Background: an optimization exercise with open tools, aiming at small area. Do not read the settings as production practice. Function was checked by simulation only, so behaviour that the tests miss may differ from the original. Power figures rest on the tool's default switching activity, not on a simulated workload.

==> flow/design.v (outline; a module is shown in full before it is edited, if it fits) <==
// module LMC: 723 lines
// module aoi222: 5 lines
// module nand2: 5 lines
// module sel1: 5 lines
// module sel1p: 5 lines
// module sel2: 5 lines
// module sel2p: 7 lines
// module sel3: 5 lines
// module sel3p: 5 lines
module LMC (reset_n, pclk, generation, data_valid, data, d_k_in, MUXSyncHeader, PIPEWIDTH, data_valid_out_1, data_valid_out_2, data_valid_out_3, data_valid_out_4, data_valid_out_5, data_valid_out_6, data_valid_out_7, data_valid_out_8, data_valid_out_9, data_valid_out_10, data_valid_out_11, data_valid_out_12, data_valid_out_13, data_valid_out_14, data_valid_out_15, data_valid_out_16, d_k_out_1, d_k_out_2, d_k_out_3, d_k_out_4, d_k_out_5, d_k_out_6, d_k_out_7, d_k_out_8, d_k_out_9, d_k_out_10, d_k_out_11, d_k_out_12, d_k_out_13, d_k_out_14, d_k_out_15, d_k_out_16, dataout_1, dataout_2, dataout_3, dataout_4, dataout_5, dataout_6, dataout_7, dataout_8, dataout_9, dataout_10, dataout_11, dataout_12, dataout_13, dataout_14, dataout_15, dataout_16, LMCSyncHeader_1, LMCSyncHeader_2, LMCSyncHeader_3, LMCSyncHeader_4, LMCSyncHeader_5, LMCSyncHeader_6, LMCSyncHeader_7, LMCSyncHeader_8, LMCSyncHeader_9, LMCSyncHeader_10, LMCSyncHeader_11, LMCSyncHeader_12, LMCSyncHeader_13, LMCSyncHeader_14, LMCSyncHeader_15, LMCSyncHeader_16);
  // ...
==> flow/flow/run.sh <==
#!/bin/bash
# Layout: the standard flow (standard synthesis included), with the smallest
# buffer on each port and a clock tree of smaller buffers without dummy loads.
set -euo pipefail
export BUFFER_PORTS_ARGS="-buffer_cell sky130_fd_sc_hd__buf_1"
export CTS_ARGS="-sink_clustering_enable -repair_clock_nets -dont_use_dummy_load -buf_list {sky130_fd_sc_hd__clkbuf_4 sky130_fd_sc_hd__clkbuf_8}"
bash standard.sh > standard_flow.log 2>&1
==> flow/standard.sh <==
#!/bin/bash
# synth_recipe.tcl (not shown) runs the flow's synth.tcl, then flattens the netlist and writes it again
# the make line also repeats each setting of config.mk as NAME=value (left out here)
make -C /OpenROAD-flow-scripts/flow DESIGN_CONFIG=/design/flow/config.mk WORK_HOME=/design/flow/orfs CLKGATE_MAP_FILE= SYNTH_SCRIPT=/design/flow/synth_recipe.tcl "${@:-finish}"
==> flow/config.mk <==
export PLATFORM = sky130hd
export DESIGN_NAME = LMC
export DESIGN_NICKNAME = LMC
export VERILOG_FILES = /design/flow/design.v
export SDC_FILE = /design/flow/constraint.sdc
export NUM_CORES = 4
export LEC_CHECK = 0
export CAP_MARGIN = 20
export CORE_AREA = 5 5 375 375
export DIE_AREA = 0 0 380 380
export SLEW_MARGIN = 20
export SYNTH_HIERARCHICAL = 1
==> flow/constraint.sdc <==
create_clock -name core_clock -period 5.0 [get_ports {pclk}]
set_input_delay 1.0000 -clock core_clock [delete_from_list [all_inputs] [get_ports {pclk}]]
set_output_delay 1.0000 -clock core_clock [all_outputs]
set_load 0.01 [all_outputs]
==> summary.md, run 1 <==
| Metric | Value |
|---|---|
| Outcome | timing/DRC/antenna clean |
| Final core occ | 24.0% |
| RSZ-0062 raised after global routing | false |
| Routed wl met3 | 23100 um |
| Placed Instances | 4873 |
| Core Area | 136000 um^2 |
| Synth area leaders | dfrtp_1 62%, a222oi_1 12%, a221o_1 9.6% |
| Buffering overhead | 17.1% |
| Final global-route overflow total | 0 |
| CTS tree | yes |
| CP endpoint kind | flop |
| Synth Area per Inst | 12.9 um^2 |
| Clk network pwr share | 31.9% |
| Top-count cell post-synth | dfrtp_1 |
| Fill cell count | 14815 |
| Post-synth top area cell | dfrtp_1 |
| Layout cells sized above 1 | 8.11% |
| Slowest cell delay on critical path | 0.65 ns |
| IO Port Bufs | 1227 |
| Worst hold path class | primary input to async pin |
| P_seq | 5.46 mW |
| Clock Skew | 0.00720 ns |
| Per-cell routed wire length | 32.6 um |
| Mapped Area | 23500 um^2 |
| Worst-skew pair later-pin latency | 0.72 ns |
| Final #Nets | 3846 |
| Clkbuf count | 102 |
| Buf+Inv Stages, Crit Path | 1 |
| Post-synth top cells | 584 x dfrtp_1, 296 x nand2_1, 272 x a222oi_1, 225 x a221o_1, 149 x a21oi_1 |
==> run 2, diff against run 1 <==
==> flow/flow/run.sh (replaced) <==
#!/bin/bash
# Layout: the standard flow (standard synthesis included), with the smallest
# buffer on each port and a clock tree of smaller buffers without dummy loads.
set -euo pipefail
export BUFFER_PORTS_ARGS="-buffer_cell sky130_fd_sc_hd__buf_1"
export CTS_ARGS="-sink_clustering_enable -repair_clock_nets -dont_use_dummy_load -sink_clustering_size 12 -sink_clustering_max_diameter 80 -buf_list {sky130_fd_sc_hd__clkbuf_8}"
bash standard.sh > standard_flow.log 2>&1
==> run 2 against run 1 <==
  * First-iteration DRC count up 9.3%
  * Highest routed layer unchanged
  * Clock skew up 0.014 ns
  * Cell count is 0.94% lower
  * Sequential share of layout area increased by 0.81 points
  * Critical path depth unchanged
  * Die area unchanged
  * Flip-flop and latch count did not move
  * Area after synthesis unchanged
  * Setup slack better by 0.054 ns
  * Fmax increased by 1.4%
==> summary.md, run 2 <==
| Metric | Value |
|---|---|
| Row count | 135 |
| Pwr Density | 333 nW/um^2 |
| Final Hold Vio Count | 0 |
| Routed wl met3 | 22600 um (-2.0%) |
| Fill cell count | 14868 (+0.36%) |
| CP endpoint kind | flop |
| Outcome | timing/DRC/antenna clean |
| Pleak | 14.1 nW |
| CTS Buffer Depth | 3 |
| Top Registers | dout (512), dk (64), count (5) |
| Clock Skew | 0.0216 ns (+0.0144 ns) |
| Synth warn | 7 |
| R2R Path Start | count[3]$_DFFE_PN0P_ |
| Die footprint | 144000 um^2 |
| RSZ-0062 raised after global routing | false |
| Routed WL | 163000 um |
| Metal2 WL | 70000 um |
| Slowest cell delay on critical path | 0.64 ns (about the same) |
| Final min period | 3.90 ns |
| Post-synth top cells | 584 x dfrtp_1, 296 x nand2_1, 272 x a222oi_1, 225 x a221o_1, 149 x a21oi_1 |
| Final global-route overflow total | 0 (unchanged) |
| Worst path cell trace | buf_1 > ha_1 > nand2b_1 > o21a_1 > nor2_1 > a221o_1 > and2_2 > a21oi_1 > nand2_1 |
| Routability congestion estimate | 1.00 |
| Post-synth top area share | 62.3% |
| Vias in the first global route | 25251 |
| Tot Pwr | 10.7 mW |
| Per-cell routed wire length | 32.9 um (+0.85%) |
| Initial antenna violation count | 73 |
| Ys flop type | dfrtp_1 |
| Core Area | 136000 um^2 (unchanged) |
| Most common cell after layout, fill and taps aside | buf_1 |
| Largest Register | dout |
| Worst hold path class | primary input to async pin |
| Clk pin slew, worst setup/hold paths | 0.09 ns |
| DR iter-0 viols | 4660 |
| Synth area leaders | dfrtp_1 62%, a222oi_1 12%, a221o_1 9.6% |
| Critical Path RT | 5.64 ns |
| Crit path max fanout | 28 |
| Max layer used | met5 |
| Worst R2R Setup Slack | 3.18 ns |
| Worst slew pin tran | 1.08 ns |
| Async S/R FF share, synth | 100% |
| Final setup viols | 0 |
| Vias post-DR | 26032 |
| Setup TNS | 0 ns |
| Final hold slack | 0.424 ns |
| Dpl hpwl | 127000 um |
| Max cap viols | 0 |
| R2r worst-path depth | 5 |
| IO Port Bufs | 1227 (unchanged) |
| I/O pins | 1276 |
| Via/cell ratio | 5.26 |
| Area growth syn-to-layout | 36.5% |
| Post-DRT Antenna Nets | 0 |
| Max Clk Rate | 257 MHz |
| H-tree depth | 2 |
| # DRC | 0 |
| Top delay family on crit path | compound AO/OA/AOI/OAI gates |
| Post-Synthesis Cells | 1825 |
| Netlist cell types | 47 |
| Total Routing Usage GR | 21.2% |
| Arr. time, crit path | 4.54 ns |
| Largest net degree at the start of global routing | 133 |
| Critical Setup Path Class | primary input to flop |
| Die X | 380 um |
| Top-count cell post-synth | dfrtp_1 |
| Detailed Routing Iterations Pass 1 | 13 |
| Root buf cell | clkbuf_8 |
| Global-route wire length before repair | 219000 um |
| Final #Nets | 3805 (-1.1%) |
| CTS buffer count | 61 |
| Post-synth top area cell | dfrtp_1 |
| R2r endpoint | hdr[0]$_DFFE_PN0P_ |
| Layout cells sized above 1 | 6.91% (-1.2 points) |
| CP max stage cell | a221o_1 |
| Initial Utilization | 17.3% |
| CTS Hold Buffers Added | 0 |
| Max reg flops | 512 |
| Synth Area per Inst | 12.9 um^2 (unchanged) |
| Number of post-CTS setup repair buffers | 0 |
| Crit start category | primary input |
| Final Max Tran Viols | 0 |
| EDFF count, synth | 0 |
| Clock sink count | 584 |
| Mapped Area | 23500 um^2 (unchanged) |
| CTS tree | yes |
| M1 WL | 60300 um |
| Commonest cells after routing, fill and taps aside | 1226 x buf_1, 584 x dfrtp_1, 296 x nand2_1, 272 x a222oi_1, 225 x a221o_1 |
| Sequential-to-total area share from yosys stat | 62.3% |
| Buf+Inv Stages, Crit Path | 1 (unchanged) |
| Post-cts gate resize count | 0 |
| Synthesis-stage register bit count | 584 |
| Worst vdd ir | 0.165 mV |
| Die height | 380 um |
| Period utilization | 77.9% |
| Slew margin rel. | 28.2% |
| Worst-skew pair later-pin latency | 0.72 ns (about the same) |
-- run 2: cell counts after synthesis --
No cell type changed its count.
-- run 2: kinds of logic (layout without fill, tap and decap cells) --
group	Yosys count	count (layout)	synth area share, %
adder cells (fa/ha/maj)	4	4	0.213
AND/OR/NAND/NOR	378	378	6.41
multiplexers	1	1	0.0639
other	1	19	0.0160
XOR/XNOR	4	4	0.149
flip-flops	584	584	62.3
buffers and inverters	88	1414	2.28
AO/OA/AOI/OAI	765	765	28.6
-- run 2: per-layer routing --
metal,up-vias,global-route usage (%)
li1,10325,-
met1,13195,25.8
met2,2091,31.6
met3,363,9.70
met4,58,10.2
met5,-,0
-- run 2: worst max path at each step --
stage / startpoint / endpoint / slack [ns] / depth (start not counted)
after CTS: generation[2] / dout[192]$_DFF_PN0_ / 1.21 / 9
after floorplan: generation[2] / dk[13]$_DFF_PN0_ / -7.49 / 8
final: generation[2] / dout[192]$_DFF_PN0_ / 1.10 / 9
after detailed placement: generation[2] / dout[192]$_DFF_PN0_ / 0.36 / 9
after global routing: data_valid[4] / dk[32]$_DFF_PN0_ / 1.00 / 11
after global placement: data_valid[4] / dout[167]$_DFF_PN0_ / 0.41 / 10
-- run 2: modules after synthesis (local to each module, per instance), excerpt --
module	flip-flops and latches	cells	copies in the design	area, um^2
sel1	0	1	64	8.76
sel1p	0	1	224	10.0
sel3	0	3	16	18.8
aoi222	0	1	128	10.0
nand2	0	1	128	3.75
sel2	0	2	16	13.8
LMC	584	817	1	16000
sel3p	0	3	128	18.8
-- run 2: cell type report --
cell class	instances	area (um^2)	area share [%]
diodes	16	40.0	0.125
clock buffers	61	840	2.62
inverters	25	106	0.332
multi-input cells	1155	8660	27.0
flip-flops and latches	584	14600	45.6
well taps	1781	2230	6.95
repair buffers	1328	5570	17.4
-- run 2: metrics by stage --
stage	area (um^2)	std cells	setup slack [ns]	util, %
floorplan	23500	1827	-7.49	-
global placement	31200	4873	0.407	23.0
detailed placement	31200	4873	0.362	23.0
CTS	32000	4934	1.21	23.6
global route	32000	4942	1.00	23.6
finish	32100	4950	1.10	23.6
-- run 2: where the power goes --
group / internal (mW) / switching (mW) / total (mW)
Sequential: 5.16 / 0.287 / 5.45
Combinational: 0.698 / 1.70 / 2.40
Clock: 1.08 / 1.74 / 2.81
Total: 6.93 / 3.73 / 10.7
-- run 2: worst reg2reg max path: stages, from the launching register on --
cell and delay (ns):
dfrtp_1 0.46, or2_2 0.34, a21oi_1 0.14, o21bai_1 0.13, or4b_1 0.48, a21oi_1 0.17
==> run 3, diff against run 2 <==
==> flow/flow/run.sh (replaced) <==
#!/bin/bash
# Layout: the standard flow (standard synthesis included), with the smallest
# buffer on each port and a clock tree of smaller buffers without dummy loads.
set -euo pipefail
export BUFFER_PORTS_ARGS="-buffer_cell sky130_fd_sc_hd__buf_1"
export CTS_ARGS="-sink_clustering_enable -repair_clock_nets -dont_use_dummy_load -sink_clustering_size 20 -sink_clustering_max_diameter 100 -buf_list {sky130_fd_sc_hd__clkbuf_16}"
bash standard.sh > standard_flow.log 2>&1
==> run 3 against run 2 <==
  * Register-to-register slack about the same
  * Sequential power about the same
  * First-iteration DRC count is 1.2% higher
  * Hold slack improved by 0.069 ns
  * Flip-flop and latch count did not move
  * Clock-buffer cell count shrank 23
  * Sequential share of layout area decreased by 0.17 points
  * Combinational power barely moved
  * Power rose by 2.4%
  * Non-clock buffer count unchanged
  * Clock power grew 9.3%
  * Setup slack lost 0.17 ns
  * Critical path type unchanged
  * Largest power group unchanged
==> summary.md, run 3 <==
| Metric | Value |
|---|---|
| H-tree depth | 2 (unchanged) |
| Worst R2R Setup Slack | 3.19 ns (about the same) |
| Die footprint | 144000 um^2 (unchanged) |
| Slew margin rel. | 30.7% (+2.5 points) |
| Max reg flops | 512 (unchanged) |
| Dpl hpwl | 127000 um (unchanged) |
| Max cap viols | 0 (unchanged) |
| Final setup viols | 0 (unchanged) |
| Global-route wire length before repair | 218000 um (-0.40%) |
| Worst-skew pair later-pin latency | 0.61 ns (-0.11 ns) |
| Pwr Density | 339 nW/um^2 (+2.0%) |
| Crit path max fanout | 28 (unchanged) |
| Post-Synthesis Cells | 1825 (unchanged) |
| Core Area | 136000 um^2 (unchanged) |
| Post-synth top area cell | dfrtp_1 |
| Post-synth top area share | 62.3% (unchanged) |
| DR iter-0 viols | 4717 (+1.2%) |
| Detailed Routing Iterations Pass 1 | 10 (-3) |
| Number of post-CTS setup repair buffers | 0 (unchanged) |
| Worst vdd ir | 0.224 mV (+35%) |
| Ys flop type | dfrtp_1 |
| # DRC | 0 (unchanged) |
| Via/cell ratio | 5.23 (-0.55%) |
| Routability congestion estimate | 1.00 (unchanged) |
| Largest Register | dout |
| Final hold slack | 0.493 ns (+0.0693 ns) |
| Initial antenna violation count | 67 (-8.2%) |
| Clock sink count | 584 (unchanged) |
| Synth Area per Inst | 12.9 um^2 (unchanged) |
| Final Hold Vio Count | 0 (unchanged) |
| R2R Path Start | count[3]$_DFFE_PN0P_ |
| CP Launch Point | generation[2] |
| Clock Skew | 0.0227 ns (+0.00117 ns) |
| Hold_sp | dout[420]$_DFF_PN0_ |
| CTS buffer count | 38 (-38%) |
| Fill cell count | 14844 (-0.16%) |
| Routed WL | 162000 um (-0.28%) |
| Clk pin slew, worst setup/hold paths | 0.09 ns (about the same) |
| Post-cts gate resize count | 0 (unchanged) |
| Max Clk Rate | 246 MHz (-4.1%) |
| Most common cell after layout, fill and taps aside | buf_1 |
| Netlist cell types | 47 (unchanged) |
| CTS Buffer Depth | 3 (unchanged) |
| Outcome | timing/DRC/antenna clean |
| Largest net degree at the start of global routing | 133 (unchanged) |
| EDFF count, synth | 0 (unchanged) |
| Synth warn | 7 (unchanged) |
| RSZ-0062 raised after global routing | false |
| Worst Hold End | dout[420]$_DFF_PN0_ |
| Per-cell routed wire length | 32.9 um (about the same) |
| Setup TNS | 0 ns (unchanged) |
| Final Max Tran Viols | 0 (unchanged) |
| Fin area | 32200 um^2 (+0.38%) |
| Vias post-DR | 25790 (-0.93%) |
| CTS Hold Buffers Added | 0 (unchanged) |
| Row count | 135 (unchanged) |
| R2r endpoint | hdr[0]$_DFFE_PN0P_ |
| Period utilization | 81.3% (+3.3 points) |
| Post-synth top cells | 584 x dfrtp_1, 296 x nand2_1, 272 x a222oi_1, 225 x a221o_1, 149 x a21oi_1 |
| Pleak | 14.2 nW (+0.21%) |
| Synthesis-stage register bit count | 584 (unchanged) |
| Final min period | 4.06 ns (+0.166 ns) |
| Arr. time, crit path | 4.56 ns (+0.02 ns) |
| Async S/R FF share, synth | 100% (unchanged) |
| FF/Latch Area | 14600 um^2 (unchanged) |
| Commonest cells after routing, fill and taps aside | 1226 x buf_1, 584 x dfrtp_1, 296 x nand2_1, 272 x a222oi_1, 225 x a221o_1 |
| Mapped Area | 23500 um^2 (unchanged) |
| Die height | 380 um (unchanged) |
| Worst slew pin tran | 1.04 ns (-0.0378 ns) |
| Area growth syn-to-layout | 37.1% |
| DP Area | 31200 um^2 (unchanged) |
| Final global-route overflow total | 0 (unchanged) |
| Area of the multi-input gates | 8660 um^2 (unchanged) |
| Layout cells sized above 1 | 6.23% (-0.68 points) |
| Vias in the first global route | 25048 (-0.80%) |
| Die X | 380 um (unchanged) |
| Min-Delay Path Depth | 2 |
| Sequential-to-total area share from yosys stat | 62.3% (unchanged) |
| Worst hold path class | flop to flop |
| CP endpoint kind | flop |
| R2r worst-path depth | 5 (unchanged) |
| IO Port Bufs | 1227 (unchanged) |
| Synth area leaders | dfrtp_1 62%, a222oi_1 12%, a221o_1 9.6% |
| Post-route insts no fill | 4931 (-0.38%) |
| Top Registers | dout (512), dk (64), count (5) |
| Total Routing Usage GR | 21.1% (-0.052 points) |
| I/O pins | 1276 (unchanged) |
| Crit start category | primary input |
| Tot Pwr | 10.9 mW (+2.4%) |
| Initial Utilization | 17.3% (unchanged) |
| Critical Setup Path Class | primary input to flop |
| CTS tree | yes |
| Placed Instances | 4873 (unchanged) |
| Final #Nets | 3782 (-0.60%) |
| Post-DRT Antenna Nets | 0 (unchanged) |
| Top-count cell post-synth | dfrtp_1 |
| Root buf cell | clkbuf_16 |
| Critical Path RT | 5.49 ns (-0.15 ns) |
-- run 3: cell counts after synthesis --
No cell type changed its count.
-- run 3: final cells by class --
| type | count | share of cell area [%] |
|---|---|---|
| inverter | 25 | 0.331 |
| timing repair buffer | 1328 | 17.3 |
| tap | 1781 | 6.93 |
| clock buffer | 38 | 2.96 |
| sequential | 584 | 45.4 |
| multi-input combinational | 1155 | 26.9 |
| antenna | 20 | 0.156 |
-- run 3: per-module statistics from Yosys, one instance, submodules excluded, excerpt --
module	copies in the design	flip-flops and latches	cell area [um^2]
LMC	1	584	16000
sel3	16	0	18.8
sel3p	128	0	18.8
sel2	16	0	13.8
aoi222	128	0	10.0
sel1p	224	0	10.0
sel1	64	0	8.76
nand2	128	0	3.75
-- run 3: cell families after synthesis --
family	synth area share, %
flops	62.3
mux	0.0639
buf+inv	2.28
xor+xnor	0.149
compound gates	28.6
other cells	0.0160
fa+ha+maj	0.213
simple gates	6.41
-- run 3: per-stage QoR --
stage / setup WS (ns) / util (%)
finish: 0.937 / 23.7
global route: 0.859 / 23.7
CTS: 1.04 / 23.7
detailed placement: 0.362 / 23.0
global placement: 0.407 / 23.0
floorplan: -7.49 / -
-- run 3: worst max-delay path by stage --
| stage | end | slack (ns) | cells past startpoint |
|---|---|---|---|
| floorplan | dk[13]$_DFF_PN0_ | -7.49 | 8 |
| global placement | dout[167]$_DFF_PN0_ | 0.41 | 10 |
| detailed placement | dout[192]$_DFF_PN0_ | 0.36 | 9 |
| CTS | dout[192]$_DFF_PN0_ | 1.04 | 9 |
| global route | dout[192]$_DFF_PN0_ | 0.86 | 9 |
| finish | dout[192]$_DFF_PN0_ | 0.94 | 9 |
-- run 3: where the power goes --
| group | switching [mW] | internal, mW |
|---|---|---|
| Combinational | 1.71 | 0.698 |
| Clock | 1.72 | 1.35 |
| Sequential | 0.287 | 5.16 |
-- run 3: per-layer routing --
metal  GRT usage (%)  vias to the layer above  wire, um
met5               0                        -       360
met4            9.55                       54      8450
met3            9.64                      331     23300
met2            31.7                     2028     70500
met1            25.9                    13081     59600
li1                -                    10296         -
-- run 3: worst max-delay path, stage by stage --
cell and delay, ns:
buf_1 0.34, ha_1 0.45, nand2b_1 0.26, o21a_1 0.60
nor2_1 0.27, a221o_1 0.64, and2_2 0.55, a21oi_1 0.30
nand2_1 0.09
==> run 4, diff against run 3 <==
==> flow/flow/run.sh (replaced) <==
#!/bin/bash
# Layout: the standard flow (standard synthesis included), with the smallest
# buffer on each port and a clock tree of smaller buffers without dummy loads.
set -euo pipefail
export BUFFER_PORTS_ARGS="-buffer_cell sky130_fd_sc_hd__buf_1"
export CTS_ARGS="-sink_clustering_enable -repair_clock_nets -dont_use_dummy_load -buf_list {sky130_fd_sc_hd__clkbuf_2 sky130_fd_sc_hd__clkbuf_4}"
bash standard.sh > standard_flow.log 2>&1
--- a/flow/config.mk
+++ b/flow/config.mk
@@ -6,7 +6,7 @@
 export NUM_CORES = 4
 export LEC_CHECK = 0
 export CAP_MARGIN = 20
-export CORE_AREA = 5 5 375 375
-export DIE_AREA = 0 0 380 380
+export CORE_AREA = 10 10 440 440
+export DIE_AREA = 0 0 450 450
 export SLEW_MARGIN = 20
 export SYNTH_HIERARCHICAL = 1
==> run 4 against run 3 <==
  * Still clean
  * First-iteration DRC count increased by 19%
  * Setup slack got worse by 0.25 ns
  * Core utilization down 2.2 points
  * Power grew 12%
  * Clock-buffer cell count rose by 134
  * Largest cell class unchanged
==> summary.md, run 4 <==
| Metric | Value |
|---|---|
| Synthesis-stage register bit count | 584 (unchanged) |
| Top delay family on crit path | buffers and inverters |
| CTS Buffer Depth | 3 (unchanged) |
| Number of post-CTS setup repair buffers | 0 (unchanged) |
| Clock sink count | 584 (unchanged) |
| Total Routing Usage GR | 19.5% (-1.6 points) |
| Post-cts gate resize count | 0 (unchanged) |
| CTS buffer count | 172 (+350%) |
| Layout cells sized above 1 | 8.22% (+2.0 points) |
| Worst slew pin tran | 1.23 ns (+0.193 ns) |
| CTS tree | yes |
| Synth area leaders | dfrtp_1 62%, a222oi_1 12%, a221o_1 9.6% |
| Routed WL | 210000 um (+29%) |
| Commonest cells after routing, fill and taps aside | 1226 x buf_1, 603 x dlygate4sd3_1, 584 x dfrtp_1, 296 x nand2_1, 272 x a222oi_1 |
| EDFF count, synth | 0 (unchanged) |
| Critical Path RT | 6.10 ns (+0.61 ns) |
| Synth warn | 7 (unchanged) |
| CP endpoint kind | flop |
| Most common cell after layout, fill and taps aside | buf_1 |
| Final setup viols | 0 (unchanged) |
| Final min period | 4.32 ns (+0.253 ns) |
| Sequential-to-total area share from yosys stat | 62.3% (unchanged) |
| Largest Register | dout |
| Mapped Area | 23500 um^2 (unchanged) |
| Netlist cell types | 47 (unchanged) |
| Largest net degree at the start of global routing | 130 (-2.3%) |
| Slowest cell delay on critical path | 0.90 ns (+0.26 ns) |
| Post-synth top cells | 584 x dfrtp_1, 296 x nand2_1, 272 x a222oi_1, 225 x a221o_1, 149 x a21oi_1 |
| Worst R2R Setup Slack | 2.96 ns (-0.23 ns) |
| Worst vdd ir | 0.202 mV (-9.5%) |
| Root buf cell | clkbuf_4 |
| I/O pins | 1276 (unchanged) |
| Post-synth top area cell | dfrtp_1 |
| Clk pin slew, worst setup/hold paths | 0.06 ns (-0.03 ns) |
| Final Max Tran Viols | 0 (unchanged) |
| Outcome | timing/DRC/antenna clean |
| Arr. time, crit path | 5.41 ns (+0.85 ns) |
| Final #Nets | 4507 (+19%) |
| Cell Int Power | 7.77 mW (+7.8%) |
| Global-route wire length before repair | 276000 um (+27%) |
| Pwr Density | 311 nW/um^2 (-8.4%) |
| Final Hold Vio Count | 0 (unchanged) |
| Buf+Inv Stages, Crit Path | 6 (+5) |
| Area growth syn-to-layout | 68.1% |
| Max reg flops | 512 (unchanged) |
| R2R Path Start | count[3]$_DFFE_PN0P_ |
| RSZ-0062 raised after global routing | false |
| Top Registers | dout (512), dk (64), count (5) |
| Vias in the first global route | 30518 (+22%) |
| Final global-route overflow total | 0 (unchanged) |
| Placed Instances | 5543 (+14%) |
| Post-Synthesis Cells | 1825 (unchanged) |
| Top-count cell post-synth | dfrtp_1 |
| Post-DRT Antenna Nets | 0 (unchanged) |
| Crit-path most repeated cell | dlygate4sd3_1 |
| Crit start category | primary input |
| Vias post-DR | 30246 (+17%) |
| Die footprint | 203000 um^2 (+40%) |
| Comb pwr share | 25.6% (+3.6 points) |
| Sequential Power Share | 44.6% (-5.3 points) |
| Post-synth top area share | 62.3% (unchanged) |
| Setup TNS | 0 ns (unchanged) |
| Clock Skew | 0.0460 ns (+0.0233 ns) |
| CP max stage cell | nor2_4 |
| Routability congestion estimate | 1.05 (+4.5%) |
| Switching share of power | 36.6% (+2.7 points) |
| Crit path max fanout | 36 (+29%) |
| Pre-CTS WS | 0.496 ns (+0.135 ns) |
| Row count | 157 (+16%) |
| Max Clk Rate | 232 MHz (-5.9%) |
| Initial antenna violation count | 94 (+40%) |
| Slew margin rel. | 17.8% (-13 points) |
| Worst Hold End | dout[428]$_DFF_PN0_ |
| Synth Area per Inst | 12.9 um^2 (unchanged) |
| Final core occ | 21.5% (-2.2 points) |
| IO Port Bufs | 1227 (unchanged) |
| Worst-skew pair later-pin latency | 1.21 ns (+0.60 ns) |
| P_sw | 4.49 mW (+21%) |
| Setup slack after layout | 0.684 ns (-0.253 ns) |
| Ys flop type | dfrtp_1 |
| Die X | 450 um (+18%) |
| Max cap viols | 0 (unchanged) |
| R2r endpoint | hdr[1]$_DFFE_PN0P_ |
| Async S/R FF share, synth | 100% (unchanged) |
| DR iter-0 viols | 5620 (+19%) |
| H-tree depth | 4 (+2) |
| Fill cell count | 19949 (+34%) |
| Min-Delay Path Depth | 3 (+1) |
| Pleak | 16.7 nW (+18%) |
| Dpl hpwl | 163000 um (+28%) |
| Die height | 450 um (+18%) |
| Initial Utilization | 12.8% (-4.5 points) |
| Per-cell routed wire length | 32.8 um (-0.20%) |
| Core Area | 183000 um^2 (+35%) |
| Worst hold path class | primary input to flop |
| Critical Setup Path Class | primary input to flop |
| Post-route insts no fill | 6389 (+30%) |
| Hold_sp | data[108] |
| # DRC | 0 (unchanged) |
| Detailed Routing Iterations Pass 1 | 11 (+1) |
| R2r worst-path depth | 4 (-1) |
| Clk network pwr share | 29.8% (+1.7 points) |
| Worst path cell trace | dlygate4sd3_1 > buf_1 > buf_4 > nand2_1 > a211o_1 > buf_12 > nor2_4 > a22oi_1 > dlygate4sd3_1 > nand2_1 > dlygate4sd3_1 |
| Via/cell ratio | 4.73 (-9.5%) |
| Period utilization | 86.3% (+5.1 points) |
[run 4: cell count changes in the layout (fill, tap and decap cells not counted), sizes merged]
cell | previous run | this run
buf | 1327 | 1315
diode | 20 | 70
clkbuf | 39 | 173
dlygate4sd3 | 0 | 603
[run 4: per-module statistics from Yosys, one instance, submodules excluded, excerpt]
module,cells,cell area [um^2]
LMC,817,16000
sel3,3,18.8
sel3p,3,18.8
sel2,2,13.8
aoi222,1,10.0
sel1p,1,10.0
sel1,1,8.76
nand2,1,3.75
[run 4: timing repair]
item	4_1_cts	5_1_grt
endpoints found under the setup margin	0	0
hold buffers	603	0
hold endpoints to repair	478	0
[run 4: cell families after synthesis]
logic type               Yosys count  synth area share [%]
AO/OA/AOI/OAI                    765                  28.6
other                              1                0.0160
XOR/XNOR                           4                 0.149
adder cells (fa/ha/maj)            4                 0.213
multiplexers                       1                0.0639
AND/OR/NAND/NOR                  378                  6.41
buffers and inverters             88                  2.28
flip-flops                       584                  62.3
[run 4: tightest hold or removal path, cell delays in order]
cell,delay [ns]
buf_1,0.20
a222oi_1,0.10
nand2_1,0.07
[run 4: per-stage QoR]
step / hold slack (ns) / instance area (um^2) / power, mW
final: 0.200 / 39500 / 12.3
after global routing: 0.0369 / 39400 / 12.8
after detailed placement: 0.474 / 31900 / 8.16
after floorplan: 0.527 / 23500 / 6.40
after CTS: 0.000610 / 39300 / 12.4
after global placement: 0.473 / 31900 / 8.12
[run 4: power by group through the flow]
stage / clock [mW] / sequential [mW] / combinational (mW)
6_report: 3.66 / 5.47 / 3.14
3_5_place_dp: 0 / 5.53 / 2.64
3_3_place_gp: 0 / 5.50 / 2.62
2_1_floorplan: 0 / 5.69 / 0.710
4_1_cts: 3.82 / 5.45 / 3.12
5_1_grt: 4.00 / 5.50 / 3.32
[run 4: final cells by class]
type	instances	area (um^2)	area share, %
sequential	584	14600	37.0
timing repair buffer	1919	11500	29.2
multi-input combinational	1155	8660	21.9
tap	2464	3080	7.81
clock buffer	172	1290	3.27
antenna	70	175	0.444
inverter	25	106	0.269
[run 4: routing by layer]
metal / vias to the layer above / global-route usage, % / share of wire [%]
li1: 11841 / - / -
met1: 14980 / 21.5 / 35
met2: 2730 / 30.1 / 45
met3: 683 / 9.97 / 14
met4: 12 / 11.1 / 6.4
met5: - / 1.59 / 0.24
[run 4: worst max path at each step]
stage	startpoint	to	slack (ns)	cells past startpoint
final	data_valid[0]	dout[387]$_DFF_PN0_	0.68	11
after global routing	generation[2]	dout[35]$_DFF_PN0_	0.78	13
after CTS	data_valid[0]	dout[259]$_DFF_PN0_	0.92	13
after detailed placement	data_valid[8]	dout[135]$_DFF_PN0_	0.50	10
after global placement	generation[2]	dout[198]$_DFF_PN0_	0.55	9
after floorplan	generation[2]	dk[13]$_DFF_PN0_	-7.49	8

re-timing with driven ports:
The flow's constraints put no driver on any port. The routed layouts listed below were extracted and timed again, unchanged, in two steps. Step 1 (the two cells are an assumption about what drives the block):
set clk [get_ports {pclk}]
set_driving_cell -lib_cell sky130_fd_sc_hd__clkbuf_16 $clk
set_driving_cell -lib_cell sky130_fd_sc_hd__buf_2 [delete_from_list [all_inputs] $clk]
Step 2, shift: input delay + t, output delay - t, t = (earliest + latest rising clock arrival at the registers) / 2. This alone moves slack from input paths to output paths. Slacks: no drivers / after step 1 / after step 2; pairs: no drivers / after step 1.
run	t, ns	setup slack, ns	hold WS [ns]	worst setup path at the end
run 1	0.801	1.049 / 0.979 / 0.177	0.394 / 0.366 / 0.485	input to register
run 2	0.779	1.103 / 1.105 / 0.326	0.424 / 0.398 / 0.496	input to register
run 3	0.666	0.937 / 0.955 / 0.289	0.493 / 0.493 / 0.493	input to register
run 4	1.214	0.684 / 0.682 / -0.532	0.200 / 0.162 / 0.484	input to register
Met with ideal ports but missed after step 2: setup timing in run 4. For run 4, which loses most, drivers alone change the setup slack by -0.002 ns; drivers and shift together by -1.216 ns.
